This design comes from an exercise in tuning for small area and a short achievable clock period on the open sky130 flow, not from production work.
At most, simulation tests tie the RTL to the original design; equivalence was not proved.
For run 2, only the layout was checked, not whether the RTL still works.
Power figures rest on the tool's default switching activity, not on a simulated workload.

==> flow/design.v, too long to show whole: its modules and the start of the top module <==
// module running_average: 27 lines
// module ra_add_out: 572 lines
// module ra_add_nxt: 415 lines
// module ra_fa: 4 lines
// module ra_a21boi: 3 lines
// module ra_aoi21: 3 lines
// module ra_inv: 3 lines
// module ra_nand2: 3 lines
// module ra_nor2: 3 lines
// module ra_nor2b: 3 lines
// module ra_oai21: 3 lines
// module ra_xnor2: 3 lines
// module ra_xor2: 3 lines
module running_average #(
  parameter N = 4,
  parameter DATAWIDTH = 32
)(
  input   wire        clk,
  input   wire        reset,
  input   wire [DATAWIDTH -1 : 0] data_i,
  output  wire [DATAWIDTH -1 : 0] average_o
);
  // ...
==> flow/flow/run.sh <==
#!/bin/bash
set -euo pipefail
here=$(pwd)
DU_DEFAULT=$(cat flow/default_dont_use.txt)
DU_BIG=$(cat flow/big_cells.txt)
bash standard.sh DONT_USE_CELLS="$DU_DEFAULT $DU_BIG" synth > "$here/synth.log" 2>&1
args=()
if [[ -f flow/pnr_args.txt ]]; then
  while IFS= read -r line; do
    [[ -n "$line" && "$line" != \#* ]] && args+=("$line")
  done < flow/pnr_args.txt
fi
bash standard.sh "${args[@]}" finish > "$here/pnr.log" 2>&1
==> flow/flow/big_cells.txt <==
sky130_fd_sc_hd__a2111o_2 sky130_fd_sc_hd__a2111o_4 sky130_fd_sc_hd__a2111oi_2 sky130_fd_sc_hd__a2111oi_4 sky130_fd_sc_hd__a211o_2 sky130_fd_sc_hd__a211o_4 sky130_fd_sc_hd__a211oi_2 sky130_fd_sc_hd__a211oi_4 sky130_fd_sc_hd__a21bo_2 sky130_fd_sc_hd__a21bo_4 sky130_fd_sc_hd__a21boi_2 sky130_fd_sc_hd__a21boi_4 sky130_fd_sc_hd__a21o_2 sky130_fd_sc_hd__a21o_4 sky130_fd_sc_hd__a21oi_2 sky130_fd_sc_hd__a21oi_4 sky130_fd_sc_hd__a221o_2 sky130_fd_sc_hd__a221o_4 sky130_fd_sc_hd__a221oi_2 sky130_fd_sc_hd__a221oi_4 sky130_fd_sc_hd__a22o_2 sky130_fd_sc_hd__a22o_4 sky130_fd_sc_hd__a22oi_2 sky130_fd_sc_hd__a22oi_4 sky130_fd_sc_hd__a2bb2o_2 sky130_fd_sc_hd__a2bb2o_4 sky130_fd_sc_hd__a2bb2oi_2 sky130_fd_sc_hd__a2bb2oi_4 sky130_fd_sc_hd__a311o_2 sky130_fd_sc_hd__a311o_4 sky130_fd_sc_hd__a311oi_2 sky130_fd_sc_hd__a311oi_4 sky130_fd_sc_hd__a31o_2 sky130_fd_sc_hd__a31o_4 sky130_fd_sc_hd__a31oi_2 sky130_fd_sc_hd__a31oi_4 sky130_fd_sc_hd__a32o_2 sky130_fd_sc_hd__a32o_4 sky130_fd_sc_hd__a32oi_2 sky130_fd_sc_hd__a32oi_4 sky130_fd_sc_hd__a41o_2 sky130_fd_sc_hd__a41o_4 sky130_fd_sc_hd__a41oi_2 sky130_fd_sc_hd__a41oi_4 sky130_fd_sc_hd__and2_2 sky130_fd_sc_hd__and2_4 sky130_fd_sc_hd__and2b_2 sky130_fd_sc_hd__and2b_4 sky130_fd_sc_hd__and3_2 sky130_fd_sc_hd__and3_4 sky130_fd_sc_hd__and3b_2 sky130_fd_sc_hd__and3b_4 sky130_fd_sc_hd__and4_2 sky130_fd_sc_hd__and4_4 sky130_fd_sc_hd__and4b_2 sky130_fd_sc_hd__and4b_4 sky130_fd_sc_hd__and4bb_2 sky130_fd_sc_hd__and4bb_4 sky130_fd_sc_hd__fa_2 sky130_fd_sc_hd__fa_4 sky130_fd_sc_hd__ha_2 sky130_fd_sc_hd__ha_4 sky130_fd_sc_hd__inv_12 sky130_fd_sc_hd__inv_16 sky130_fd_sc_hd__inv_2 sky130_fd_sc_hd__inv_4 sky130_fd_sc_hd__inv_6 sky130_fd_sc_hd__inv_8 sky130_fd_sc_hd__maj3_2 sky130_fd_sc_hd__maj3_4 sky130_fd_sc_hd__mux2_2 sky130_fd_sc_hd__mux2_4 sky130_fd_sc_hd__mux2_8 sky130_fd_sc_hd__mux2i_2 sky130_fd_sc_hd__mux2i_4 sky130_fd_sc_hd__mux4_2 sky130_fd_sc_hd__mux4_4 sky130_fd_sc_hd__nand2_2 sky130_fd_sc_hd__nand2_4 sky130_fd_sc_hd__nand2_8 sky130_fd_sc_hd__nand2b_2 sky130_fd_sc_hd__nand2b_4 sky130_fd_sc_hd__nand3_2 sky130_fd_sc_hd__nand3_4 sky130_fd_sc_hd__nand3b_2 sky130_fd_sc_hd__nand3b_4 sky130_fd_sc_hd__nand4_2 sky130_fd_sc_hd__nand4_4 sky130_fd_sc_hd__nand4b_2 sky130_fd_sc_hd__nand4b_4 sky130_fd_sc_hd__nand4bb_2 sky130_fd_sc_hd__nand4bb_4 sky130_fd_sc_hd__nor2_2 sky130_fd_sc_hd__nor2_4 sky130_fd_sc_hd__nor2_8 sky130_fd_sc_hd__nor2b_2 sky130_fd_sc_hd__nor2b_4 sky130_fd_sc_hd__nor3_2 sky130_fd_sc_hd__nor3_4 sky130_fd_sc_hd__nor3b_2 sky130_fd_sc_hd__nor3b_4 sky130_fd_sc_hd__nor4_2 sky130_fd_sc_hd__nor4_4 sky130_fd_sc_hd__nor4b_2 sky130_fd_sc_hd__nor4b_4 sky130_fd_sc_hd__nor4bb_2 sky130_fd_sc_hd__nor4bb_4 sky130_fd_sc_hd__o2111a_2 sky130_fd_sc_hd__o2111a_4 sky130_fd_sc_hd__o2111ai_2 sky130_fd_sc_hd__o2111ai_4 sky130_fd_sc_hd__o211a_2 sky130_fd_sc_hd__o211a_4 sky130_fd_sc_hd__o211ai_2 sky130_fd_sc_hd__o211ai_4 sky130_fd_sc_hd__o21a_2 sky130_fd_sc_hd__o21a_4 sky130_fd_sc_hd__o21ai_2 sky130_fd_sc_hd__o21ai_4 sky130_fd_sc_hd__o21ba_2 sky130_fd_sc_hd__o21ba_4 sky130_fd_sc_hd__o21bai_2 sky130_fd_sc_hd__o21bai_4 sky130_fd_sc_hd__o221a_2 sky130_fd_sc_hd__o221a_4 sky130_fd_sc_hd__o221ai_2 sky130_fd_sc_hd__o221ai_4 sky130_fd_sc_hd__o22a_2 sky130_fd_sc_hd__o22a_4 sky130_fd_sc_hd__o22ai_2 sky130_fd_sc_hd__o22ai_4 sky130_fd_sc_hd__o2bb2a_2 sky130_fd_sc_hd__o2bb2a_4 sky130_fd_sc_hd__o2bb2ai_2 sky130_fd_sc_hd__o2bb2ai_4 sky130_fd_sc_hd__o311a_2 sky130_fd_sc_hd__o311a_4 sky130_fd_sc_hd__o311ai_2 sky130_fd_sc_hd__o311ai_4 sky130_fd_sc_hd__o31a_2 sky130_fd_sc_hd__o31a_4 sky130_fd_sc_hd__o31ai_2 sky130_fd_sc_hd__o31ai_4 sky130_fd_sc_hd__o32a_2 sky130_fd_sc_hd__o32a_4 sky130_fd_sc_hd__o32ai_2 sky130_fd_sc_hd__o32ai_4 sky130_fd_sc_hd__o41a_2 sky130_fd_sc_hd__o41a_4 sky130_fd_sc_hd__o41ai_2 sky130_fd_sc_hd__o41ai_4 sky130_fd_sc_hd__or2_2 sky130_fd_sc_hd__or2_4 sky130_fd_sc_hd__or2b_2 sky130_fd_sc_hd__or2b_4 sky130_fd_sc_hd__or3_2 sky130_fd_sc_hd__or3_4 sky130_fd_sc_hd__or3b_2 sky130_fd_sc_hd__or3b_4 sky130_fd_sc_hd__or4_2 sky130_fd_sc_hd__or4_4 sky130_fd_sc_hd__or4b_2 sky130_fd_sc_hd__or4b_4 sky130_fd_sc_hd__or4bb_2 sky130_fd_sc_hd__or4bb_4 sky130_fd_sc_hd__xnor2_2 sky130_fd_sc_hd__xnor2_4 sky130_fd_sc_hd__xnor3_2 sky130_fd_sc_hd__xnor3_4 sky130_fd_sc_hd__xor2_2 sky130_fd_sc_hd__xor2_4 sky130_fd_sc_hd__xor3_2 sky130_fd_sc_hd__xor3_4
==> flow/flow/default_dont_use.txt <==
sky130_fd_sc_hd__probe_p_8 sky130_fd_sc_hd__probec_p_8 sky130_fd_sc_hd__lpflow_bleeder_1 sky130_fd_sc_hd__lpflow_clkbufkapwr_1 sky130_fd_sc_hd__lpflow_clkbufkapwr_16 sky130_fd_sc_hd__lpflow_clkbufkapwr_2 sky130_fd_sc_hd__lpflow_clkbufkapwr_4 sky130_fd_sc_hd__lpflow_clkbufkapwr_8 sky130_fd_sc_hd__lpflow_clkinvkapwr_1 sky130_fd_sc_hd__lpflow_clkinvkapwr_16 sky130_fd_sc_hd__lpflow_clkinvkapwr_2 sky130_fd_sc_hd__lpflow_clkinvkapwr_4 sky130_fd_sc_hd__lpflow_clkinvkapwr_8 sky130_fd_sc_hd__lpflow_decapkapwr_12 sky130_fd_sc_hd__lpflow_decapkapwr_3 sky130_fd_sc_hd__lpflow_decapkapwr_4 sky130_fd_sc_hd__lpflow_decapkapwr_6 sky130_fd_sc_hd__lpflow_decapkapwr_8 sky130_fd_sc_hd__lpflow_inputiso0n_1 sky130_fd_sc_hd__lpflow_inputiso0p_1 sky130_fd_sc_hd__lpflow_inputiso1n_1 sky130_fd_sc_hd__lpflow_inputiso1p_1 sky130_fd_sc_hd__lpflow_inputisolatch_1 sky130_fd_sc_hd__lpflow_isobufsrc_1 sky130_fd_sc_hd__lpflow_isobufsrc_16 sky130_fd_sc_hd__lpflow_isobufsrc_2 sky130_fd_sc_hd__lpflow_isobufsrc_4 sky130_fd_sc_hd__lpflow_isobufsrc_8 sky130_fd_sc_hd__lpflow_isobufsrckapwr_16 sky130_fd_sc_hd__lpflow_lsbuf_lh_hl_isowell_tap_1 sky130_fd_sc_hd__lpflow_lsbuf_lh_hl_isowell_tap_2 sky130_fd_sc_hd__lpflow_lsbuf_lh_hl_isowell_tap_4 sky130_fd_sc_hd__lpflow_lsbuf_lh_isowell_4 sky130_fd_sc_hd__lpflow_lsbuf_lh_isowell_tap_1 sky130_fd_sc_hd__lpflow_lsbuf_lh_isowell_tap_2 sky130_fd_sc_hd__lpflow_lsbuf_lh_isowell_tap_4 
==> flow/flow/pnr_args.txt <==
==> flow/standard.sh <==
#!/bin/bash
# synth_recipe.tcl (not shown) runs the flow's synth.tcl, then flattens the netlist and writes it again
# the make line also repeats each setting of config.mk as NAME=value (left out here)
make -C /OpenROAD-flow-scripts/flow DESIGN_CONFIG=/design/flow/config.mk WORK_HOME=/design/flow/orfs CLKGATE_MAP_FILE= SYNTH_SCRIPT=/design/flow/synth_recipe.tcl "${@:-finish}"
==> flow/config.mk <==
export PLATFORM = sky130hd
export DESIGN_NAME = running_average
export DESIGN_NICKNAME = running_average
export VERILOG_FILES = /design/flow/design.v
export SDC_FILE = /design/flow/constraint.sdc
export NUM_CORES = 4
export LEC_CHECK = 0
export CAP_MARGIN = 20
export CORE_MARGIN = 2
export CORE_UTILIZATION = 40
export SETUP_SLACK_MARGIN = 3.0
export SLEW_MARGIN = 20
export SYNTH_HIERARCHICAL = 1
==> flow/constraint.sdc <==
create_clock -name core_clock -period 7.0 [get_ports {clk}]
set_input_delay 1.4000 -clock core_clock [delete_from_list [all_inputs] [get_ports {clk}]]
set_output_delay 1.4000 -clock core_clock [all_outputs]
set_load 0.01 [all_outputs]
==> reports/results.txt, run 1 <==
Hold Path End: s2[22]$_DFF_PP0_
Fmax: 0.2284 GHz
Postcts setup bufs: 35
Switching part of the total: 0.4033
Switching pwr: 1.192 mW
M2 GR Usage: 0.3029
Total track usage: 0.1826
Detailed Routing Iterations Pass 1: 4
Filler cells: 1262
Clock-pin slew on the worst setup and hold paths: 0.06 ns
Clk power: 540 uW
DR WL met3: 522 um
Top power group: combinational cells
Synth Area in Simple Gates: 0.1813
Initial Util: 0.4107
P_int: 1.763 mW
Inverters: 39
Yosys warnings: 7
Seq/Total Area, Yosys: 0.4214
CP endpoint kind: primary output
Synth Cell Area: 5700 um^2
Largest registers: s1 (32), s2 (32), s3 (32)
Seq pwr: 767 uW
DR WL/cell: 14.18 um
Layout cells sized above 1: 0.2937
Clk buf depth: 2
Fin util: 0.5570
Final setup violation count: 0
Buf+Inv Stages, Crit Path: 6
Non-clock buffering overhead: 0.1141
Compound-Gate Fraction of Synth Area: 0.1133
Status: complete, no violations
Logic pwr share: 0.558
Resized Gates After CTS: 360
Power Dens Cells: 382.2 nW/um^2
Leading cell type by number of instances after synthesis: nor2_1
Beginning of the critical path: data_i[5]
Most common library cells after synthesis: 124 x nor2_1, 96 x dfrtp_1, 78 x nand2_1
Number of global-route vias before repair: 4521
Setup TNS: 0 ns
==> module ra_add_out, before the edit <==
module ra_add_out (input wire [31:0] a, input wire [31:0] b, input wire r, output wire [29:0] y);
  wire n1;
  wire n2;
  wire n3;
  wire n4;
  wire n5;
  wire n6;
  wire n7;
  wire n8;
  wire n9;
  wire n10;
  wire n11;
  wire n12;
  wire n13;
  wire n14;
  wire n15;
  wire n16;
  wire n17;
  wire n18;
  wire n19;
  wire n20;
  wire n21;
  wire n22;
  wire n23;
  wire n24;
  wire n25;
  wire n26;
  wire n27;
  wire n28;
  wire n29;
  wire n30;
  wire n31;
  wire n32;
  wire n33;
  wire n34;
  wire n35;
  wire n36;
  wire n37;
  wire n38;
  wire n39;
  wire n40;
  wire n41;
  wire n42;
  wire n43;
  wire n44;
  wire n45;
  wire n46;
  wire n47;
  wire n48;
  wire n49;
  wire n50;
  wire n51;
  wire n52;
  wire n53;
  wire n54;
  wire n55;
  wire n56;
  wire n57;
  wire n58;
  wire n59;
  wire n60;
  wire n61;
  wire n62;
  wire n63;
  wire n64;
  wire n65;
  wire n66;
  wire n67;
  wire n68;
  wire n69;
  wire n70;
  wire n71;
  wire n72;
  wire n73;
  wire n74;
  wire n75;
  wire n76;
  wire n77;
  wire n78;
  wire n79;
  wire n80;
  wire n81;
  wire n82;
  wire n83;
  wire n84;
  wire n85;
  wire n86;
  wire n87;
  wire n88;
  wire n89;
  wire n90;
  wire n91;
  wire n92;
  wire n93;
  wire n94;
  wire n95;
  wire n96;
  wire n97;
  wire n98;
  wire n99;
  wire n100;
  wire n101;
  wire n102;
  wire n103;
  wire n104;
  wire n105;
  wire n106;
  wire n107;
  wire n108;
  wire n109;
  wire n110;
  wire n111;
  wire n112;
  wire n113;
  wire n114;
  wire n115;
  wire n116;
  wire n117;
  wire n118;
  wire n119;
  wire n120;
  wire n121;
  wire n122;
  wire n123;
  wire n124;
  wire n125;
  wire n126;
  wire n127;
  wire n128;
  wire n129;
  wire n130;
  wire n131;
  wire n132;
  wire n133;
  wire n134;
  wire n135;
  wire n136;
  wire n137;
  wire n138;
  wire n139;
  wire n140;
  wire n141;
  wire n142;
  wire n143;
  wire n144;
  wire n145;
  wire n146;
  wire n147;
  wire n148;
  wire n149;
  wire n150;
  wire n151;
  wire n152;
  wire n153;
  wire n154;
  wire n155;
  wire n156;
  wire n157;
  wire n158;
  wire n159;
  wire n160;
  wire n161;
  wire n162;
  wire n163;
  wire n164;
  wire n165;
  wire n166;
  wire n167;
  wire n168;
  wire n169;
  wire n170;
  wire n171;
  wire n172;
  wire n173;
  wire n174;
  wire n175;
  wire n176;
  wire n177;
  wire n178;
  wire n179;
  wire n180;
  wire n181;
  wire n182;
  wire n183;
  wire n184;
  wire n185;
  wire n186;
  wire n187;
  wire n188;
  wire n189;
  wire n190;
  wire n191;
  wire n192;
  wire n193;
  wire n194;
  wire n195;
  wire n196;
  wire n197;
  wire n198;
  wire n199;
  wire n200;
  wire n201;
  wire n202;
  wire n203;
  wire n204;
  wire n205;
  wire n206;
  wire n207;
  wire n208;
  wire n209;
  wire n210;
  wire n211;
  wire n212;
  wire n214;
  wire n215;
  wire n217;
  wire n218;
  wire n220;
  wire n221;
  wire n223;
  wire n224;
  wire n226;
  wire n227;
  wire n229;
  wire n230;
  wire n232;
  wire n233;
  wire n235;
  wire n236;
  wire n238;
  wire n239;
  wire n241;
  wire n242;
  wire n244;
  wire n245;
  wire n247;
  wire n248;
  wire n250;
  wire n251;
  wire n253;
  wire n254;
  wire n256;
  wire n257;
  wire n259;
  wire n260;
  wire n262;
  wire n263;
  wire n265;
  wire n266;
  wire n268;
  wire n269;
  wire n271;
  wire n272;
  wire n274;
  wire n275;
  wire n277;
  wire n278;
  wire n280;
  wire n281;
  wire n283;
  wire n284;
  wire n286;
  wire n287;
  wire n289;
  wire n290;
  wire n292;
  wire n293;
  wire n295;
  wire n296;
  wire n298;
  wire n299;
  ra_nand2 g1 (.a(a[0]), .b(b[0]), .y(n1));
  ra_nor2 g2 (.a(a[0]), .b(b[0]), .y(n2));
  ra_nand2 g3 (.a(a[1]), .b(b[1]), .y(n3));
  ra_nor2 g4 (.a(a[1]), .b(b[1]), .y(n4));
  ra_nand2 g5 (.a(a[2]), .b(b[2]), .y(n5));
  ra_nor2 g6 (.a(a[2]), .b(b[2]), .y(n6));
  ra_nand2 g7 (.a(a[3]), .b(b[3]), .y(n7));
  ra_nor2 g8 (.a(a[3]), .b(b[3]), .y(n8));
  ra_nand2 g9 (.a(a[4]), .b(b[4]), .y(n9));
  ra_nor2 g10 (.a(a[4]), .b(b[4]), .y(n10));
  ra_nand2 g11 (.a(a[5]), .b(b[5]), .y(n11));
  ra_nor2 g12 (.a(a[5]), .b(b[5]), .y(n12));
  ra_nand2 g13 (.a(a[6]), .b(b[6]), .y(n13));
  ra_nor2 g14 (.a(a[6]), .b(b[6]), .y(n14));
  ra_nand2 g15 (.a(a[7]), .b(b[7]), .y(n15));
  ra_nor2 g16 (.a(a[7]), .b(b[7]), .y(n16));
  ra_nand2 g17 (.a(a[8]), .b(b[8]), .y(n17));
  ra_nor2 g18 (.a(a[8]), .b(b[8]), .y(n18));
  ra_nand2 g19 (.a(a[9]), .b(b[9]), .y(n19));
  ra_nor2 g20 (.a(a[9]), .b(b[9]), .y(n20));
  ra_nand2 g21 (.a(a[10]), .b(b[10]), .y(n21));
  ra_nor2 g22 (.a(a[10]), .b(b[10]), .y(n22));
  ra_nand2 g23 (.a(a[11]), .b(b[11]), .y(n23));
  ra_nor2 g24 (.a(a[11]), .b(b[11]), .y(n24));
  ra_nand2 g25 (.a(a[12]), .b(b[12]), .y(n25));
  ra_nor2 g26 (.a(a[12]), .b(b[12]), .y(n26));
  ra_nand2 g27 (.a(a[13]), .b(b[13]), .y(n27));
  ra_nor2 g28 (.a(a[13]), .b(b[13]), .y(n28));
  ra_nand2 g29 (.a(a[14]), .b(b[14]), .y(n29));
  ra_nor2 g30 (.a(a[14]), .b(b[14]), .y(n30));
  ra_nand2 g31 (.a(a[15]), .b(b[15]), .y(n31));
  ra_nor2 g32 (.a(a[15]), .b(b[15]), .y(n32));
  ra_nand2 g33 (.a(a[16]), .b(b[16]), .y(n33));
  ra_nor2 g34 (.a(a[16]), .b(b[16]), .y(n34));
  ra_nand2 g35 (.a(a[17]), .b(b[17]), .y(n35));
  ra_nor2 g36 (.a(a[17]), .b(b[17]), .y(n36));
  ra_nand2 g37 (.a(a[18]), .b(b[18]), .y(n37));
  ra_nor2 g38 (.a(a[18]), .b(b[18]), .y(n38));
  ra_nand2 g39 (.a(a[19]), .b(b[19]), .y(n39));
  ra_nor2 g40 (.a(a[19]), .b(b[19]), .y(n40));
  ra_nand2 g41 (.a(a[20]), .b(b[20]), .y(n41));
  ra_nor2 g42 (.a(a[20]), .b(b[20]), .y(n42));
  ra_nand2 g43 (.a(a[21]), .b(b[21]), .y(n43));
  ra_nor2 g44 (.a(a[21]), .b(b[21]), .y(n44));
  ra_nand2 g45 (.a(a[22]), .b(b[22]), .y(n45));
  ra_nor2 g46 (.a(a[22]), .b(b[22]), .y(n46));
  ra_nand2 g47 (.a(a[23]), .b(b[23]), .y(n47));
  ra_nor2 g48 (.a(a[23]), .b(b[23]), .y(n48));
  ra_nand2 g49 (.a(a[24]), .b(b[24]), .y(n49));
  ra_nor2 g50 (.a(a[24]), .b(b[24]), .y(n50));
  ra_nand2 g51 (.a(a[25]), .b(b[25]), .y(n51));
  ra_nor2 g52 (.a(a[25]), .b(b[25]), .y(n52));
  ra_nand2 g53 (.a(a[26]), .b(b[26]), .y(n53));
  ra_nor2 g54 (.a(a[26]), .b(b[26]), .y(n54));
  ra_nand2 g55 (.a(a[27]), .b(b[27]), .y(n55));
  ra_nor2 g56 (.a(a[27]), .b(b[27]), .y(n56));
  ra_nand2 g57 (.a(a[28]), .b(b[28]), .y(n57));
  ra_nor2 g58 (.a(a[28]), .b(b[28]), .y(n58));
  ra_nand2 g59 (.a(a[29]), .b(b[29]), .y(n59));
  ra_nor2 g60 (.a(a[29]), .b(b[29]), .y(n60));
  ra_nand2 g61 (.a(a[30]), .b(b[30]), .y(n61));
  ra_nor2 g62 (.a(a[30]), .b(b[30]), .y(n62));
  ra_oai21 g63 (.a1(n4), .a2(n1), .b1(n3), .y(n63));
  ra_oai21 g64 (.a1(n8), .a2(n5), .b1(n7), .y(n64));
  ra_nor2 g65 (.a(n8), .b(n6), .y(n65));
  ra_oai21 g66 (.a1(n12), .a2(n9), .b1(n11), .y(n66));
  ra_nor2 g67 (.a(n12), .b(n10), .y(n67));
  ra_oai21 g68 (.a1(n16), .a2(n13), .b1(n15), .y(n68));
  ra_nor2 g69 (.a(n16), .b(n14), .y(n69));
  ra_oai21 g70 (.a1(n20), .a2(n17), .b1(n19), .y(n70));
  ra_nor2 g71 (.a(n20), .b(n18), .y(n71));
  ra_oai21 g72 (.a1(n24), .a2(n21), .b1(n23), .y(n72));
  ra_nor2 g73 (.a(n24), .b(n22), .y(n73));
  ra_oai21 g74 (.a1(n28), .a2(n25), .b1(n27), .y(n74));
  ra_nor2 g75 (.a(n28), .b(n26), .y(n75));
  ra_oai21 g76 (.a1(n32), .a2(n29), .b1(n31), .y(n76));
  ra_nor2 g77 (.a(n32), .b(n30), .y(n77));
  ra_oai21 g78 (.a1(n36), .a2(n33), .b1(n35), .y(n78));
  ra_nor2 g79 (.a(n36), .b(n34), .y(n79));
  ra_oai21 g80 (.a1(n40), .a2(n37), .b1(n39), .y(n80));
  ra_nor2 g81 (.a(n40), .b(n38), .y(n81));
  ra_oai21 g82 (.a1(n44), .a2(n41), .b1(n43), .y(n82));
  ra_nor2 g83 (.a(n44), .b(n42), .y(n83));
  ra_oai21 g84 (.a1(n48), .a2(n45), .b1(n47), .y(n84));
  ra_nor2 g85 (.a(n48), .b(n46), .y(n85));
  ra_oai21 g86 (.a1(n52), .a2(n49), .b1(n51), .y(n86));
  ra_nor2 g87 (.a(n52), .b(n50), .y(n87));
  ra_oai21 g88 (.a1(n56), .a2(n53), .b1(n55), .y(n88));
  ra_nor2 g89 (.a(n56), .b(n54), .y(n89));
  ra_oai21 g90 (.a1(n60), .a2(n57), .b1(n59), .y(n90));
  ra_nor2 g91 (.a(n60), .b(n58), .y(n91));
  ra_inv g92 (.a(n63), .y(n92));
  ra_oai21 g93 (.a1(n6), .a2(n92), .b1(n5), .y(n93));
  ra_aoi21 g94 (.a1(n65), .a2(n63), .b1(n64), .y(n94));
  ra_inv g95 (.a(n66), .y(n95));
  ra_oai21 g96 (.a1(n14), .a2(n95), .b1(n13), .y(n96));
  ra_nor2b g97 (.a(n14), .bn(n67), .y(n97));
  ra_aoi21 g98 (.a1(n69), .a2(n66), .b1(n68), .y(n98));
  ra_nand2 g99 (.a(n69), .b(n67), .y(n99));
  ra_inv g100 (.a(n70), .y(n100));
  ra_oai21 g101 (.a1(n22), .a2(n100), .b1(n21), .y(n101));
  ra_nor2b g102 (.a(n22), .bn(n71), .y(n102));
  ra_aoi21 g103 (.a1(n73), .a2(n70), .b1(n72), .y(n103));
  ra_nand2 g104 (.a(n73), .b(n71), .y(n104));
  ra_inv g105 (.a(n74), .y(n105));
  ra_oai21 g106 (.a1(n30), .a2(n105), .b1(n29), .y(n106));
  ra_nor2b g107 (.a(n30), .bn(n75), .y(n107));
  ra_aoi21 g108 (.a1(n77), .a2(n74), .b1(n76), .y(n108));
  ra_nand2 g109 (.a(n77), .b(n75), .y(n109));
  ra_inv g110 (.a(n78), .y(n110));
  ra_oai21 g111 (.a1(n38), .a2(n110), .b1(n37), .y(n111));
  ra_nor2b g112 (.a(n38), .bn(n79), .y(n112));
  ra_aoi21 g113 (.a1(n81), .a2(n78), .b1(n80), .y(n113));
  ra_nand2 g114 (.a(n81), .b(n79), .y(n114));
  ra_inv g115 (.a(n82), .y(n115));
  ra_oai21 g116 (.a1(n46), .a2(n115), .b1(n45), .y(n116));
  ra_nor2b g117 (.a(n46), .bn(n83), .y(n117));
  ra_aoi21 g118 (.a1(n85), .a2(n82), .b1(n84), .y(n118));
  ra_nand2 g119 (.a(n85), .b(n83), .y(n119));
  ra_inv g120 (.a(n86), .y(n120));
  ra_oai21 g121 (.a1(n54), .a2(n120), .b1(n53), .y(n121));
  ra_nor2b g122 (.a(n54), .bn(n87), .y(n122));
  ra_aoi21 g123 (.a1(n89), .a2(n86), .b1(n88), .y(n123));
  ra_nand2 g124 (.a(n89), .b(n87), .y(n124));
  ra_inv g125 (.a(n90), .y(n125));
  ra_oai21 g126 (.a1(n62), .a2(n125), .b1(n61), .y(n126));
  ra_nor2b g127 (.a(n62), .bn(n91), .y(n127));
  ra_oai21 g128 (.a1(n10), .a2(n94), .b1(n9), .y(n128));
  ra_inv g129 (.a(n94), .y(n129));
  ra_aoi21 g130 (.a1(n67), .a2(n129), .b1(n66), .y(n130));
  ra_inv g131 (.a(n94), .y(n131));
  ra_aoi21 g132 (.a1(n97), .a2(n131), .b1(n96), .y(n132));
  ra_oai21 g133 (.a1(n99), .a2(n94), .b1(n98), .y(n133));
  ra_oai21 g134 (.a1(n26), .a2(n103), .b1(n25), .y(n134));
  ra_nor2 g135 (.a(n26), .b(n104), .y(n135));
  ra_inv g136 (.a(n103), .y(n136));
  ra_aoi21 g137 (.a1(n75), .a2(n136), .b1(n74), .y(n137));
  ra_nor2b g138 (.a(n104), .bn(n75), .y(n138));
  ra_inv g139 (.a(n103), .y(n139));
  ra_aoi21 g140 (.a1(n107), .a2(n139), .b1(n106), .y(n140));
  ra_nor2b g141 (.a(n104), .bn(n107), .y(n141));
  ra_oai21 g142 (.a1(n109), .a2(n103), .b1(n108), .y(n142));
  ra_nor2 g143 (.a(n109), .b(n104), .y(n143));
  ra_oai21 g144 (.a1(n42), .a2(n113), .b1(n41), .y(n144));
  ra_nor2 g145 (.a(n42), .b(n114), .y(n145));
  ra_inv g146 (.a(n113), .y(n146));
  ra_aoi21 g147 (.a1(n83), .a2(n146), .b1(n82), .y(n147));
  ra_nor2b g148 (.a(n114), .bn(n83), .y(n148));
  ra_inv g149 (.a(n113), .y(n149));
  ra_aoi21 g150 (.a1(n117), .a2(n149), .b1(n116), .y(n150));
  ra_nor2b g151 (.a(n114), .bn(n117), .y(n151));
  ra_oai21 g152 (.a1(n119), .a2(n113), .b1(n118), .y(n152));
  ra_nor2 g153 (.a(n119), .b(n114), .y(n153));
  ra_oai21 g154 (.a1(n58), .a2(n123), .b1(n57), .y(n154));
  ra_nor2 g155 (.a(n58), .b(n124), .y(n155));
  ra_inv g156 (.a(n123), .y(n156));
  ra_aoi21 g157 (.a1(n91), .a2(n156), .b1(n90), .y(n157));
  ra_nor2b g158 (.a(n124), .bn(n91), .y(n158));
  ra_inv g159 (.a(n123), .y(n159));
  ra_aoi21 g160 (.a1(n127), .a2(n159), .b1(n126), .y(n160));
  ra_nor2b g161 (.a(n124), .bn(n127), .y(n161));
  ra_inv g162 (.a(n133), .y(n162));
  ra_oai21 g163 (.a1(n18), .a2(n162), .b1(n17), .y(n163));
  ra_aoi21 g164 (.a1(n71), .a2(n133), .b1(n70), .y(n164));
  ra_aoi21 g165 (.a1(n102), .a2(n133), .b1(n101), .y(n165));
  ra_inv g166 (.a(n133), .y(n166));
  ra_oai21 g167 (.a1(n104), .a2(n166), .b1(n103), .y(n167));
  ra_aoi21 g168 (.a1(n135), .a2(n133), .b1(n134), .y(n168));
  ra_a21boi g169 (.a1(n138), .a2(n133), .b1n(n137), .y(n169));
  ra_a21boi g170 (.a1(n141), .a2(n133), .b1n(n140), .y(n170));
  ra_aoi21 g171 (.a1(n143), .a2(n133), .b1(n142), .y(n171));
  ra_inv g172 (.a(n152), .y(n172));
  ra_oai21 g173 (.a1(n50), .a2(n172), .b1(n49), .y(n173));
  ra_nor2b g174 (.a(n50), .bn(n153), .y(n174));
  ra_aoi21 g175 (.a1(n87), .a2(n152), .b1(n86), .y(n175));
  ra_nand2 g176 (.a(n87), .b(n153), .y(n176));
  ra_aoi21 g177 (.a1(n122), .a2(n152), .b1(n121), .y(n177));
  ra_nand2 g178 (.a(n122), .b(n153), .y(n178));
  ra_inv g179 (.a(n152), .y(n179));
  ra_oai21 g180 (.a1(n124), .a2(n179), .b1(n123), .y(n180));
  ra_nor2b g181 (.a(n124), .bn(n153), .y(n181));
  ra_aoi21 g182 (.a1(n155), .a2(n152), .b1(n154), .y(n182));
  ra_nand2 g183 (.a(n155), .b(n153), .y(n183));
  ra_a21boi g184 (.a1(n158), .a2(n152), .b1n(n157), .y(n184));
  ra_nand2 g185 (.a(n158), .b(n153), .y(n185));
  ra_a21boi g186 (.a1(n161), .a2(n152), .b1n(n160), .y(n186));
  ra_nand2 g187 (.a(n161), .b(n153), .y(n187));
  ra_oai21 g188 (.a1(n34), .a2(n171), .b1(n33), .y(n188));
  ra_inv g189 (.a(n171), .y(n189));
  ra_aoi21 g190 (.a1(n79), .a2(n189), .b1(n78), .y(n190));
  ra_inv g191 (.a(n171), .y(n191));
  ra_aoi21 g192 (.a1(n112), .a2(n191), .b1(n111), .y(n192));
  ra_oai21 g193 (.a1(n114), .a2(n171), .b1(n113), .y(n193));
  ra_inv g194 (.a(n171), .y(n194));
  ra_aoi21 g195 (.a1(n145), .a2(n194), .b1(n144), .y(n195));
  ra_inv g196 (.a(n171), .y(n196));
  ra_a21boi g197 (.a1(n148), .a2(n196), .b1n(n147), .y(n197));
  ra_inv g198 (.a(n171), .y(n198));
  ra_a21boi g199 (.a1(n151), .a2(n198), .b1n(n150), .y(n199));
  ra_inv g200 (.a(n171), .y(n200));
  ra_aoi21 g201 (.a1(n153), .a2(n200), .b1(n152), .y(n201));
  ra_inv g202 (.a(n171), .y(n202));
  ra_aoi21 g203 (.a1(n174), .a2(n202), .b1(n173), .y(n203));
  ra_oai21 g204 (.a1(n176), .a2(n171), .b1(n175), .y(n204));
  ra_oai21 g205 (.a1(n178), .a2(n171), .b1(n177), .y(n205));
  ra_inv g206 (.a(n171), .y(n206));
  ra_aoi21 g207 (.a1(n181), .a2(n206), .b1(n180), .y(n207));
  ra_oai21 g208 (.a1(n183), .a2(n171), .b1(n182), .y(n208));
  ra_oai21 g209 (.a1(n185), .a2(n171), .b1(n184), .y(n209));
  ra_oai21 g210 (.a1(n187), .a2(n171), .b1(n186), .y(n210));
  ra_xnor2 g211 (.a(a[2]), .b(b[2]), .y(n211));
  ra_nor2 g212 (.a(n211), .b(r), .y(n212));
  ra_xor2 g213 (.a(n212), .b(n63), .y(y[0]));
  ra_xnor2 g214 (.a(a[3]), .b(b[3]), .y(n214));
  ra_nor2 g215 (.a(n214), .b(r), .y(n215));
  ra_xor2 g216 (.a(n215), .b(n93), .y(y[1]));
  ra_xnor2 g217 (.a(a[4]), .b(b[4]), .y(n217));
  ra_nor2 g218 (.a(n217), .b(r), .y(n218));
  ra_xnor2 g219 (.a(n218), .b(n94), .y(y[2]));
  ra_xnor2 g220 (.a(a[5]), .b(b[5]), .y(n220));
  ra_nor2 g221 (.a(n220), .b(r), .y(n221));
  ra_xor2 g222 (.a(n221), .b(n128), .y(y[3]));
  ra_xnor2 g223 (.a(a[6]), .b(b[6]), .y(n223));
  ra_nor2 g224 (.a(n223), .b(r), .y(n224));
  ra_xnor2 g225 (.a(n224), .b(n130), .y(y[4]));
  ra_xnor2 g226 (.a(a[7]), .b(b[7]), .y(n226));
  ra_nor2 g227 (.a(n226), .b(r), .y(n227));
  ra_xnor2 g228 (.a(n227), .b(n132), .y(y[5]));
  ra_xnor2 g229 (.a(a[8]), .b(b[8]), .y(n229));
  ra_nor2 g230 (.a(n229), .b(r), .y(n230));
  ra_xor2 g231 (.a(n230), .b(n133), .y(y[6]));
  ra_xnor2 g232 (.a(a[9]), .b(b[9]), .y(n232));
  ra_nor2 g233 (.a(n232), .b(r), .y(n233));
  ra_xor2 g234 (.a(n233), .b(n163), .y(y[7]));
  ra_xnor2 g235 (.a(a[10]), .b(b[10]), .y(n235));
  ra_nor2 g236 (.a(n235), .b(r), .y(n236));
  ra_xnor2 g237 (.a(n236), .b(n164), .y(y[8]));
  ra_xnor2 g238 (.a(a[11]), .b(b[11]), .y(n238));
  ra_nor2 g239 (.a(n238), .b(r), .y(n239));
  ra_xnor2 g240 (.a(n239), .b(n165), .y(y[9]));
  ra_xnor2 g241 (.a(a[12]), .b(b[12]), .y(n241));
  ra_nor2 g242 (.a(n241), .b(r), .y(n242));
  ra_xor2 g243 (.a(n242), .b(n167), .y(y[10]));
  ra_xnor2 g244 (.a(a[13]), .b(b[13]), .y(n244));
  ra_nor2 g245 (.a(n244), .b(r), .y(n245));
  ra_xnor2 g246 (.a(n245), .b(n168), .y(y[11]));
  ra_xnor2 g247 (.a(a[14]), .b(b[14]), .y(n247));
  ra_nor2 g248 (.a(n247), .b(r), .y(n248));
  ra_xnor2 g249 (.a(n248), .b(n169), .y(y[12]));
  ra_xnor2 g250 (.a(a[15]), .b(b[15]), .y(n250));
  ra_nor2 g251 (.a(n250), .b(r), .y(n251));
  ra_xnor2 g252 (.a(n251), .b(n170), .y(y[13]));
  ra_xnor2 g253 (.a(a[16]), .b(b[16]), .y(n253));
  ra_nor2 g254 (.a(n253), .b(r), .y(n254));
  ra_xnor2 g255 (.a(n254), .b(n171), .y(y[14]));
  ra_xnor2 g256 (.a(a[17]), .b(b[17]), .y(n256));
  ra_nor2 g257 (.a(n256), .b(r), .y(n257));
  ra_xor2 g258 (.a(n257), .b(n188), .y(y[15]));
  ra_xnor2 g259 (.a(a[18]), .b(b[18]), .y(n259));
  ra_nor2 g260 (.a(n259), .b(r), .y(n260));
  ra_xnor2 g261 (.a(n260), .b(n190), .y(y[16]));
  ra_xnor2 g262 (.a(a[19]), .b(b[19]), .y(n262));
  ra_nor2 g263 (.a(n262), .b(r), .y(n263));
  ra_xnor2 g264 (.a(n263), .b(n192), .y(y[17]));
  ra_xnor2 g265 (.a(a[20]), .b(b[20]), .y(n265));
  ra_nor2 g266 (.a(n265), .b(r), .y(n266));
  ra_xor2 g267 (.a(n266), .b(n193), .y(y[18]));
  ra_xnor2 g268 (.a(a[21]), .b(b[21]), .y(n268));
  ra_nor2 g269 (.a(n268), .b(r), .y(n269));
  ra_xnor2 g270 (.a(n269), .b(n195), .y(y[19]));
  ra_xnor2 g271 (.a(a[22]), .b(b[22]), .y(n271));
  ra_nor2 g272 (.a(n271), .b(r), .y(n272));
  ra_xnor2 g273 (.a(n272), .b(n197), .y(y[20]));
  ra_xnor2 g274 (.a(a[23]), .b(b[23]), .y(n274));
  ra_nor2 g275 (.a(n274), .b(r), .y(n275));
  ra_xnor2 g276 (.a(n275), .b(n199), .y(y[21]));
  ra_xnor2 g277 (.a(a[24]), .b(b[24]), .y(n277));
  ra_nor2 g278 (.a(n277), .b(r), .y(n278));
  ra_xnor2 g279 (.a(n278), .b(n201), .y(y[22]));
  ra_xnor2 g280 (.a(a[25]), .b(b[25]), .y(n280));
  ra_nor2 g281 (.a(n280), .b(r), .y(n281));
  ra_xnor2 g282 (.a(n281), .b(n203), .y(y[23]));
  ra_xnor2 g283 (.a(a[26]), .b(b[26]), .y(n283));
  ra_nor2 g284 (.a(n283), .b(r), .y(n284));
  ra_xor2 g285 (.a(n284), .b(n204), .y(y[24]));
  ra_xnor2 g286 (.a(a[27]), .b(b[27]), .y(n286));
  ra_nor2 g287 (.a(n286), .b(r), .y(n287));
  ra_xor2 g288 (.a(n287), .b(n205), .y(y[25]));
  ra_xnor2 g289 (.a(a[28]), .b(b[28]), .y(n289));
  ra_nor2 g290 (.a(n289), .b(r), .y(n290));
  ra_xnor2 g291 (.a(n290), .b(n207), .y(y[26]));
  ra_xnor2 g292 (.a(a[29]), .b(b[29]), .y(n292));
  ra_nor2 g293 (.a(n292), .b(r), .y(n293));
  ra_xor2 g294 (.a(n293), .b(n208), .y(y[27]));
  ra_xnor2 g295 (.a(a[30]), .b(b[30]), .y(n295));
  ra_nor2 g296 (.a(n295), .b(r), .y(n296));
  ra_xor2 g297 (.a(n296), .b(n209), .y(y[28]));
  ra_xnor2 g298 (.a(a[31]), .b(b[31]), .y(n298));
  ra_nor2 g299 (.a(n298), .b(r), .y(n299));
  ra_xor2 g300 (.a(n299), .b(n210), .y(y[29]));
endmodule
==> inputs of run 2 (changes only) <==
--- a/flow/design.v
+++ b/flow/design.v
@@ -238,63 +238,34 @@
   wire n210;
   wire n211;
-  wire n212;
-  wire n214;
+  wire n213;
   wire n215;
   wire n217;
-  wire n218;
-  wire n220;
+  wire n219;
   wire n221;
   wire n223;
-  wire n224;
-  wire n226;
+  wire n225;
   wire n227;
   wire n229;
-  wire n230;
-  wire n232;
+  wire n231;
   wire n233;
   wire n235;
-  wire n236;
-  wire n238;
+  wire n237;
   wire n239;
   wire n241;
-  wire n242;
-  wire n244;
+  wire n243;
   wire n245;
   wire n247;
-  wire n248;
-  wire n250;
+  wire n249;
   wire n251;
   wire n253;
-  wire n254;
-  wire n256;
+  wire n255;
   wire n257;
   wire n259;
-  wire n260;
-  wire n262;
+  wire n261;
   wire n263;
   wire n265;
-  wire n266;
-  wire n268;
+  wire n267;
   wire n269;
-  wire n271;
-  wire n272;
-  wire n274;
-  wire n275;
-  wire n277;
-  wire n278;
-  wire n280;
-  wire n281;
-  wire n283;
-  wire n284;
-  wire n286;
-  wire n287;
-  wire n289;
-  wire n290;
-  wire n292;
-  wire n293;
-  wire n295;
-  wire n296;
-  wire n298;
-  wire n299;
+  wire n270;
   ra_nand2 g1 (.a(a[0]), .b(b[0]), .y(n1));
   ra_nor2 g2 (.a(a[0]), .b(b[0]), .y(n2));
@@ -507,94 +478,65 @@
   ra_oai21 g209 (.a1(n185), .a2(n171), .b1(n184), .y(n209));
   ra_oai21 g210 (.a1(n187), .a2(n171), .b1(n186), .y(n210));
-  ra_xnor2 g211 (.a(a[2]), .b(b[2]), .y(n211));
-  ra_nor2 g212 (.a(n211), .b(r), .y(n212));
-  ra_xor2 g213 (.a(n212), .b(n63), .y(y[0]));
-  ra_xnor2 g214 (.a(a[3]), .b(b[3]), .y(n214));
-  ra_nor2 g215 (.a(n214), .b(r), .y(n215));
-  ra_xor2 g216 (.a(n215), .b(n93), .y(y[1]));
-  ra_xnor2 g217 (.a(a[4]), .b(b[4]), .y(n217));
-  ra_nor2 g218 (.a(n217), .b(r), .y(n218));
-  ra_xnor2 g219 (.a(n218), .b(n94), .y(y[2]));
-  ra_xnor2 g220 (.a(a[5]), .b(b[5]), .y(n220));
-  ra_nor2 g221 (.a(n220), .b(r), .y(n221));
-  ra_xor2 g222 (.a(n221), .b(n128), .y(y[3]));
-  ra_xnor2 g223 (.a(a[6]), .b(b[6]), .y(n223));
-  ra_nor2 g224 (.a(n223), .b(r), .y(n224));
-  ra_xnor2 g225 (.a(n224), .b(n130), .y(y[4]));
-  ra_xnor2 g226 (.a(a[7]), .b(b[7]), .y(n226));
-  ra_nor2 g227 (.a(n226), .b(r), .y(n227));
-  ra_xnor2 g228 (.a(n227), .b(n132), .y(y[5]));
-  ra_xnor2 g229 (.a(a[8]), .b(b[8]), .y(n229));
-  ra_nor2 g230 (.a(n229), .b(r), .y(n230));
-  ra_xor2 g231 (.a(n230), .b(n133), .y(y[6]));
-  ra_xnor2 g232 (.a(a[9]), .b(b[9]), .y(n232));
-  ra_nor2 g233 (.a(n232), .b(r), .y(n233));
-  ra_xor2 g234 (.a(n233), .b(n163), .y(y[7]));
-  ra_xnor2 g235 (.a(a[10]), .b(b[10]), .y(n235));
-  ra_nor2 g236 (.a(n235), .b(r), .y(n236));
-  ra_xnor2 g237 (.a(n236), .b(n164), .y(y[8]));
-  ra_xnor2 g238 (.a(a[11]), .b(b[11]), .y(n238));
-  ra_nor2 g239 (.a(n238), .b(r), .y(n239));
-  ra_xnor2 g240 (.a(n239), .b(n165), .y(y[9]));
-  ra_xnor2 g241 (.a(a[12]), .b(b[12]), .y(n241));
-  ra_nor2 g242 (.a(n241), .b(r), .y(n242));
-  ra_xor2 g243 (.a(n242), .b(n167), .y(y[10]));
-  ra_xnor2 g244 (.a(a[13]), .b(b[13]), .y(n244));
-  ra_nor2 g245 (.a(n244), .b(r), .y(n245));
-  ra_xnor2 g246 (.a(n245), .b(n168), .y(y[11]));
-  ra_xnor2 g247 (.a(a[14]), .b(b[14]), .y(n247));
-  ra_nor2 g248 (.a(n247), .b(r), .y(n248));
-  ra_xnor2 g249 (.a(n248), .b(n169), .y(y[12]));
-  ra_xnor2 g250 (.a(a[15]), .b(b[15]), .y(n250));
-  ra_nor2 g251 (.a(n250), .b(r), .y(n251));
-  ra_xnor2 g252 (.a(n251), .b(n170), .y(y[13]));
-  ra_xnor2 g253 (.a(a[16]), .b(b[16]), .y(n253));
-  ra_nor2 g254 (.a(n253), .b(r), .y(n254));
-  ra_xnor2 g255 (.a(n254), .b(n171), .y(y[14]));
-  ra_xnor2 g256 (.a(a[17]), .b(b[17]), .y(n256));
-  ra_nor2 g257 (.a(n256), .b(r), .y(n257));
-  ra_xor2 g258 (.a(n257), .b(n188), .y(y[15]));
-  ra_xnor2 g259 (.a(a[18]), .b(b[18]), .y(n259));
-  ra_nor2 g260 (.a(n259), .b(r), .y(n260));
-  ra_xnor2 g261 (.a(n260), .b(n190), .y(y[16]));
-  ra_xnor2 g262 (.a(a[19]), .b(b[19]), .y(n262));
-  ra_nor2 g263 (.a(n262), .b(r), .y(n263));
-  ra_xnor2 g264 (.a(n263), .b(n192), .y(y[17]));
-  ra_xnor2 g265 (.a(a[20]), .b(b[20]), .y(n265));
-  ra_nor2 g266 (.a(n265), .b(r), .y(n266));
-  ra_xor2 g267 (.a(n266), .b(n193), .y(y[18]));
-  ra_xnor2 g268 (.a(a[21]), .b(b[21]), .y(n268));
-  ra_nor2 g269 (.a(n268), .b(r), .y(n269));
-  ra_xnor2 g270 (.a(n269), .b(n195), .y(y[19]));
-  ra_xnor2 g271 (.a(a[22]), .b(b[22]), .y(n271));
-  ra_nor2 g272 (.a(n271), .b(r), .y(n272));
-  ra_xnor2 g273 (.a(n272), .b(n197), .y(y[20]));
-  ra_xnor2 g274 (.a(a[23]), .b(b[23]), .y(n274));
-  ra_nor2 g275 (.a(n274), .b(r), .y(n275));
-  ra_xnor2 g276 (.a(n275), .b(n199), .y(y[21]));
-  ra_xnor2 g277 (.a(a[24]), .b(b[24]), .y(n277));
-  ra_nor2 g278 (.a(n277), .b(r), .y(n278));
-  ra_xnor2 g279 (.a(n278), .b(n201), .y(y[22]));
-  ra_xnor2 g280 (.a(a[25]), .b(b[25]), .y(n280));
-  ra_nor2 g281 (.a(n280), .b(r), .y(n281));
-  ra_xnor2 g282 (.a(n281), .b(n203), .y(y[23]));
-  ra_xnor2 g283 (.a(a[26]), .b(b[26]), .y(n283));
-  ra_nor2 g284 (.a(n283), .b(r), .y(n284));
-  ra_xor2 g285 (.a(n284), .b(n204), .y(y[24]));
-  ra_xnor2 g286 (.a(a[27]), .b(b[27]), .y(n286));
-  ra_nor2 g287 (.a(n286), .b(r), .y(n287));
-  ra_xor2 g288 (.a(n287), .b(n205), .y(y[25]));
-  ra_xnor2 g289 (.a(a[28]), .b(b[28]), .y(n289));
-  ra_nor2 g290 (.a(n289), .b(r), .y(n290));
-  ra_xnor2 g291 (.a(n290), .b(n207), .y(y[26]));
-  ra_xnor2 g292 (.a(a[29]), .b(b[29]), .y(n292));
-  ra_nor2 g293 (.a(n292), .b(r), .y(n293));
-  ra_xor2 g294 (.a(n293), .b(n208), .y(y[27]));
-  ra_xnor2 g295 (.a(a[30]), .b(b[30]), .y(n295));
-  ra_nor2 g296 (.a(n295), .b(r), .y(n296));
-  ra_xor2 g297 (.a(n296), .b(n209), .y(y[28]));
-  ra_xnor2 g298 (.a(a[31]), .b(b[31]), .y(n298));
-  ra_nor2 g299 (.a(n298), .b(r), .y(n299));
-  ra_xor2 g300 (.a(n299), .b(n210), .y(y[29]));
+  ra_nor3b g211 (.a(n6), .b(r), .cn(n5), .y(n211));
+  ra_xor2 g212 (.a(n211), .b(n63), .y(y[0]));
+  ra_nor3b g213 (.a(n8), .b(r), .cn(n7), .y(n213));
+  ra_xor2 g214 (.a(n213), .b(n93), .y(y[1]));
+  ra_nor3b g215 (.a(n10), .b(r), .cn(n9), .y(n215));
+  ra_xnor2 g216 (.a(n215), .b(n94), .y(y[2]));
+  ra_nor3b g217 (.a(n12), .b(r), .cn(n11), .y(n217));
+  ra_xor2 g218 (.a(n217), .b(n128), .y(y[3]));
+  ra_nor3b g219 (.a(n14), .b(r), .cn(n13), .y(n219));
+  ra_xnor2 g220 (.a(n219), .b(n130), .y(y[4]));
+  ra_nor3b g221 (.a(n16), .b(r), .cn(n15), .y(n221));
+  ra_xnor2 g222 (.a(n221), .b(n132), .y(y[5]));
+  ra_nor3b g223 (.a(n18), .b(r), .cn(n17), .y(n223));
+  ra_xor2 g224 (.a(n223), .b(n133), .y(y[6]));
+  ra_nor3b g225 (.a(n20), .b(r), .cn(n19), .y(n225));
+  ra_xor2 g226 (.a(n225), .b(n163), .y(y[7]));
+  ra_nor3b g227 (.a(n22), .b(r), .cn(n21), .y(n227));
+  ra_xnor2 g228 (.a(n227), .b(n164), .y(y[8]));
+  ra_nor3b g229 (.a(n24), .b(r), .cn(n23), .y(n229));
+  ra_xnor2 g230 (.a(n229), .b(n165), .y(y[9]));
+  ra_nor3b g231 (.a(n26), .b(r), .cn(n25), .y(n231));
+  ra_xor2 g232 (.a(n231), .b(n167), .y(y[10]));
+  ra_nor3b g233 (.a(n28), .b(r), .cn(n27), .y(n233));
+  ra_xnor2 g234 (.a(n233), .b(n168), .y(y[11]));
+  ra_nor3b g235 (.a(n30), .b(r), .cn(n29), .y(n235));
+  ra_xnor2 g236 (.a(n235), .b(n169), .y(y[12]));
+  ra_nor3b g237 (.a(n32), .b(r), .cn(n31), .y(n237));
+  ra_xnor2 g238 (.a(n237), .b(n170), .y(y[13]));
+  ra_nor3b g239 (.a(n34), .b(r), .cn(n33), .y(n239));
+  ra_xnor2 g240 (.a(n239), .b(n171), .y(y[14]));
+  ra_nor3b g241 (.a(n36), .b(r), .cn(n35), .y(n241));
+  ra_xor2 g242 (.a(n241), .b(n188), .y(y[15]));
+  ra_nor3b g243 (.a(n38), .b(r), .cn(n37), .y(n243));
+  ra_xnor2 g244 (.a(n243), .b(n190), .y(y[16]));
+  ra_nor3b g245 (.a(n40), .b(r), .cn(n39), .y(n245));
+  ra_xnor2 g246 (.a(n245), .b(n192), .y(y[17]));
+  ra_nor3b g247 (.a(n42), .b(r), .cn(n41), .y(n247));
+  ra_xor2 g248 (.a(n247), .b(n193), .y(y[18]));
+  ra_nor3b g249 (.a(n44), .b(r), .cn(n43), .y(n249));
+  ra_xnor2 g250 (.a(n249), .b(n195), .y(y[19]));
+  ra_nor3b g251 (.a(n46), .b(r), .cn(n45), .y(n251));
+  ra_xnor2 g252 (.a(n251), .b(n197), .y(y[20]));
+  ra_nor3b g253 (.a(n48), .b(r), .cn(n47), .y(n253));
+  ra_xnor2 g254 (.a(n253), .b(n199), .y(y[21]));
+  ra_nor3b g255 (.a(n50), .b(r), .cn(n49), .y(n255));
+  ra_xnor2 g256 (.a(n255), .b(n201), .y(y[22]));
+  ra_nor3b g257 (.a(n52), .b(r), .cn(n51), .y(n257));
+  ra_xnor2 g258 (.a(n257), .b(n203), .y(y[23]));
+  ra_nor3b g259 (.a(n54), .b(r), .cn(n53), .y(n259));
+  ra_xor2 g260 (.a(n259), .b(n204), .y(y[24]));
+  ra_nor3b g261 (.a(n56), .b(r), .cn(n55), .y(n261));
+  ra_xor2 g262 (.a(n261), .b(n205), .y(y[25]));
+  ra_nor3b g263 (.a(n58), .b(r), .cn(n57), .y(n263));
+  ra_xnor2 g264 (.a(n263), .b(n207), .y(y[26]));
+  ra_nor3b g265 (.a(n60), .b(r), .cn(n59), .y(n265));
+  ra_xor2 g266 (.a(n265), .b(n208), .y(y[27]));
+  ra_nor3b g267 (.a(n62), .b(r), .cn(n61), .y(n267));
+  ra_xor2 g268 (.a(n267), .b(n209), .y(y[28]));
+  ra_xnor2 g269 (.a(a[31]), .b(b[31]), .y(n269));
+  ra_nor2 g270 (.a(n269), .b(r), .y(n270));
+  ra_xor2 g271 (.a(n270), .b(n210), .y(y[29]));
 endmodule
 module ra_add_nxt (input wire [31:0] a, input wire [31:0] b, input wire [31:0] c, output wire [31:0] y);
@@ -1035,4 +977,7 @@
   assign y = ~(a | ~bn);
 endmodule
+module ra_nor3b (input wire a, input wire b, input wire cn, output wire y);
+  assign y = ~(a | b | ~cn);
+endmodule
 module ra_oai21 (input wire a1, input wire a2, input wire b1, output wire y);
   assign y = ~((a1 | a2) & b1);
==> reports/results.txt, run 2 <==
RSZ-0062 raised after global routing: true
CP endpoint: average_o[21]
Via count: 4599
Worst Skew: 0.006207 ns
CP arrival: 3.02 ns
Detailed Routing Iterations Pass 1: 4 (unchanged)
Worst relative slew slack: 0.6409
Primary FF master, synth: dfrtp_1
Initial DRC count: 187
Die width: 121.9 um
Reg2Reg Depth: 11
Max Cap Violations: 0
Fin area: 8018 um^2
Port Buf Inserts: 63
Final WL: 13620 um
Yosys warnings: 7 (unchanged)
Status: complete, no violations
Worst slew pin tran: 0.5387 ns
Post-DRT Antenna Nets: 0
Total track usage: 0.1859 (+0.003366)
Worst vdd ir: 0.1853 mV
FF-to-FF Start: s1[1]$_DFF_PP0_
Final setup violation count: 0 (unchanged)
Top cell type's share of synthesized area: 0.4324
I/O pin count: 66
Antenna Cells: 0
Critical Path RT: 5.60 ns
Final net count: 805
Power Dens Cells: 379.6 nW/um^2 (-0.70%)
Yosys reg bits: 96
Beginning of the critical path: data_i[5]
P_leak: 3.407 nW
Die Area: 14850 um^2
Synth area leader: dfrtp_1
Syn Inst Count: 606
Fmax: 0.2261 GHz (-1.0%)
Drc violations: 0
Layout cells sized above 1: 0.3647 (+0.07109)
Hold path cells: 0
Top cell by count, worst path: buf_12
Clk Latency, worst-skew pair: 0.35 ns
Most common cell after layout, fill and taps aside: dfrtp_1
Worst r2r dst: s3[24]$_DFF_PP0_
Power consumption: 3.043 mW
Most common library cells after synthesis: 96 x dfrtp_1, 95 x nor2_1, 78 x nand2_1
Synth Cell Area: 5555 um^2 (-2.5%)
CTS buffer count: 9
Layout area overhead: 44.32%
CTS tree: yes
H-tree lvl count: 3
Flop-to-flop setup slack: 4.08 ns
Hold Slack: 0.4047 ns
Most frequent cells in the layout: 96 x dfrtp_1, 61 x nand2_1, 54 x nor2_1
Clk root buf: clkbuf_16
Average size of a mapped cell: 9.167 um^2
GP Congestion: 0.7717
Asr flop ratio synth: 1.000
Crit path max fanout: 8
Clock-pin slew on the worst setup and hold paths: 0.06 ns (about the same)
CP endpoint kind: primary output
CTS sink cnt: 96
Critical path, cell by cell: buf_12, nor2_4, o21ai_2, a21oi_2, o21ai_4, buf_12, a21oi_4, buf_12, inv_4, a21boi_4, xnor2_2, buf_2
First-pass GRT wire length: 21240 um
Rows: 43
Leading cell type by number of instances after synthesis: dfrtp_1
Slowest CP cell: a21oi_2
GR Overflow Total: 0
Startpoint types: input pin
Seq/Total Area, Yosys: 0.4324 (+0.01101)
DR WL/cell: 14.75 um (+4.0%)
Slew Limit Fails: 0
Setup Crit Path Kind: in -> out
Hold Path Class: reg -> reg
Post-synth EDFFs: 0
Largest net degree at the start of global routing: 44
Initial Util: 0.4049 (-0.005748)
Crit share post-route: 0.6319
Via density: 4.983
Die Height: 121.9 um
Number of global-route vias before repair: 4586 (+1.4%)
Initial antenna violation count: 0
Setup TNS: 0 ns (unchanged)
HPWL Detailed: 8563 um
Worst stage delay on the critical path: 0.20 ns
Unique masters post-synth: 14
Placement-stage cell area: 6526 um^2
Crit path time final: 4.423 ns
Hold-fix buffers at CTS: 0
Final hold viol count: 0
Largest registers: s1 (32), s2 (32), s3 (32)
Top post-synthesis cells by area: dfrtp_1 43%, fa_1 12%, o21ai_1 6.8%
Clk buf depth: 2 (unchanged)
Core box area: 13720 um^2
-- run 2: changes by cell type in the layout (fill, tap and decap cells not counted), moves of 5 or more --
cell     before  now
xnor2_1      53   21
buf_4        35   45
buf_2        42   28
a21oi_4       6   12
o21ai_1      57   50
nor3b_1       0   22
nor2_1       90   54
inv_1        35   28
nand2_1      66   61
o21ai_2       9   15
buf_6         9   21
a21oi_2      16   10
nor3b_2       0    5
-- run 2: cell families (layout without fill, tap and decap cells) --
kind of cell	after synthesis	after routing	share of synthesized area
adder cells (fa/ha/maj)	32	32	0.1153
flip-flops	96	96	0.4324
AO/OA/AOI/OAI	126	127	0.1162
XOR/XNOR	63	63	0.09932
AND/OR/NAND/NOR	246	246	0.2056
other	1	2	0.0006750
buffers and inverters	42	177	0.03041
-- run 2: repair_timing --
action                     CTS  global route
setup endpoints to repair   47            33
resized for setup          376            73
pin swaps                   69            48
gates cloned                 2             0
setup buffers               39            17
-- run 2: worst min path at each step --
stage | from | to | slack [ns]
2_1_floorplan | s1[0]$_DFF_PP0_ | s2[0]$_DFF_PP0_ | 0.39
3_3_place_gp | s1[17]$_DFF_PP0_ | s2[17]$_DFF_PP0_ | 0.39
3_5_place_dp | s1[2]$_DFF_PP0_ | s2[2]$_DFF_PP0_ | 0.40
4_1_cts | s1[17]$_DFF_PP0_ | s2[17]$_DFF_PP0_ | 0.41
5_1_grt | s1[14]$_DFF_PP0_ | s2[14]$_DFF_PP0_ | 0.41
6_report | s1[2]$_DFF_PP0_ | s2[2]$_DFF_PP0_ | 0.40
-- run 2: power breakdown --
part,leakage [nW],internal (mW),total (mW),switching [mW]
registers,1.12,0.654,0.736,0.0822
logic,2.13,0.837,1.78,0.938
clock network,0.159,0.330,0.532,0.202
total,3.41,1.82,3.04,1.22
-- run 2: routing by layer --
layer / up-vias / track usage / share of wire
met4: 0 / 0.07040 / 0.014
met3: 16 / 0.03558 / 0.047
met1: 2277 / 0.2377 / 0.43
met5: - / 0 / 0
li1: 2223 / - / -
met2: 83 / 0.3139 / 0.51
-- run 2: final cells by class --
type                       count  area, um^2
tap                          180       225.2
clock inverter                 3       65.06
clock buffer                  12       256.5
fill                        1153        5702
timing repair buffer         123        1104
multi-input combinational    470        3797
sequential                    96        2402
inverter                      39       167.7
-- run 2: worst max-delay path, delay by kind of cell --
family	cells	cell delay (ns)
compound gates	5	0.70
buf+inv	5	0.64
xor+xnor	1	0.15
simple gates	1	0.11
-- run 2: per-module statistics from Yosys, one instance, submodules excluded, a selection --
module,flip-flops and latches,copies in the design,area [um^2],cells
ra_add_nxt,0,1,7.507,1
ra_xor2,0,34,8.758,1
running_average,96,1,2425,100
ra_oai21,0,76,5.005,1
ra_nor3b,0,29,7.507,1
ra_nor2b,0,44,6.256,1
ra_fa,0,32,20.02,1
ra_aoi21,0,44,5.005,1
ra_a21boi,0,6,7.507,1
ra_nand2,0,78,3.754,1
-- run 2: stage by stage --
step	util	setup slack (ns)	cells
after floorplan	-	2.967	607
after global placement	0.4757	1.560	850
after detailed placement	0.4757	1.511	850
after CTS	0.5542	2.607	906
after global routing	0.5844	2.509	923
final	0.5844	2.577	923

-- re-timing with driven ports --
No port has a modelled driver above. Below, the same layouts with a new extraction and two added sets of constraints. Step 1: set_driving_cell puts a clkbuf_16 on clk and a buf_2 on each other input, an assumption about the parent block. Step 2 adds t to the input delays and takes it off the output delays; t is the mean of the earliest and latest rising clock arrival at the registers after step 1. Input paths then give back, and output paths get back, about the clock's delay inside the block. Three values: ideal ports, drivers, drivers and shift; two values: the first two.
| run | shift t [ns] | setup slack, ns | clock arrival spread, ns | worst register clock-pin slew, ns |
|---|---|---|---|---|
| run 1 | 0.383 | 2.621 / 2.573 / 2.573 | 0.004 / 0.005 | 0.07 / 0.07 |
| run 2 | 0.382 | 2.577 / 2.527 / 2.527 | 0.007 / 0.007 | 0.07 / 0.07 |
After both steps every run listed still meets setup and hold. The setup slack of run 2, which loses most, moves by -0.050 ns with the drivers and by -0.050 ns with both steps.
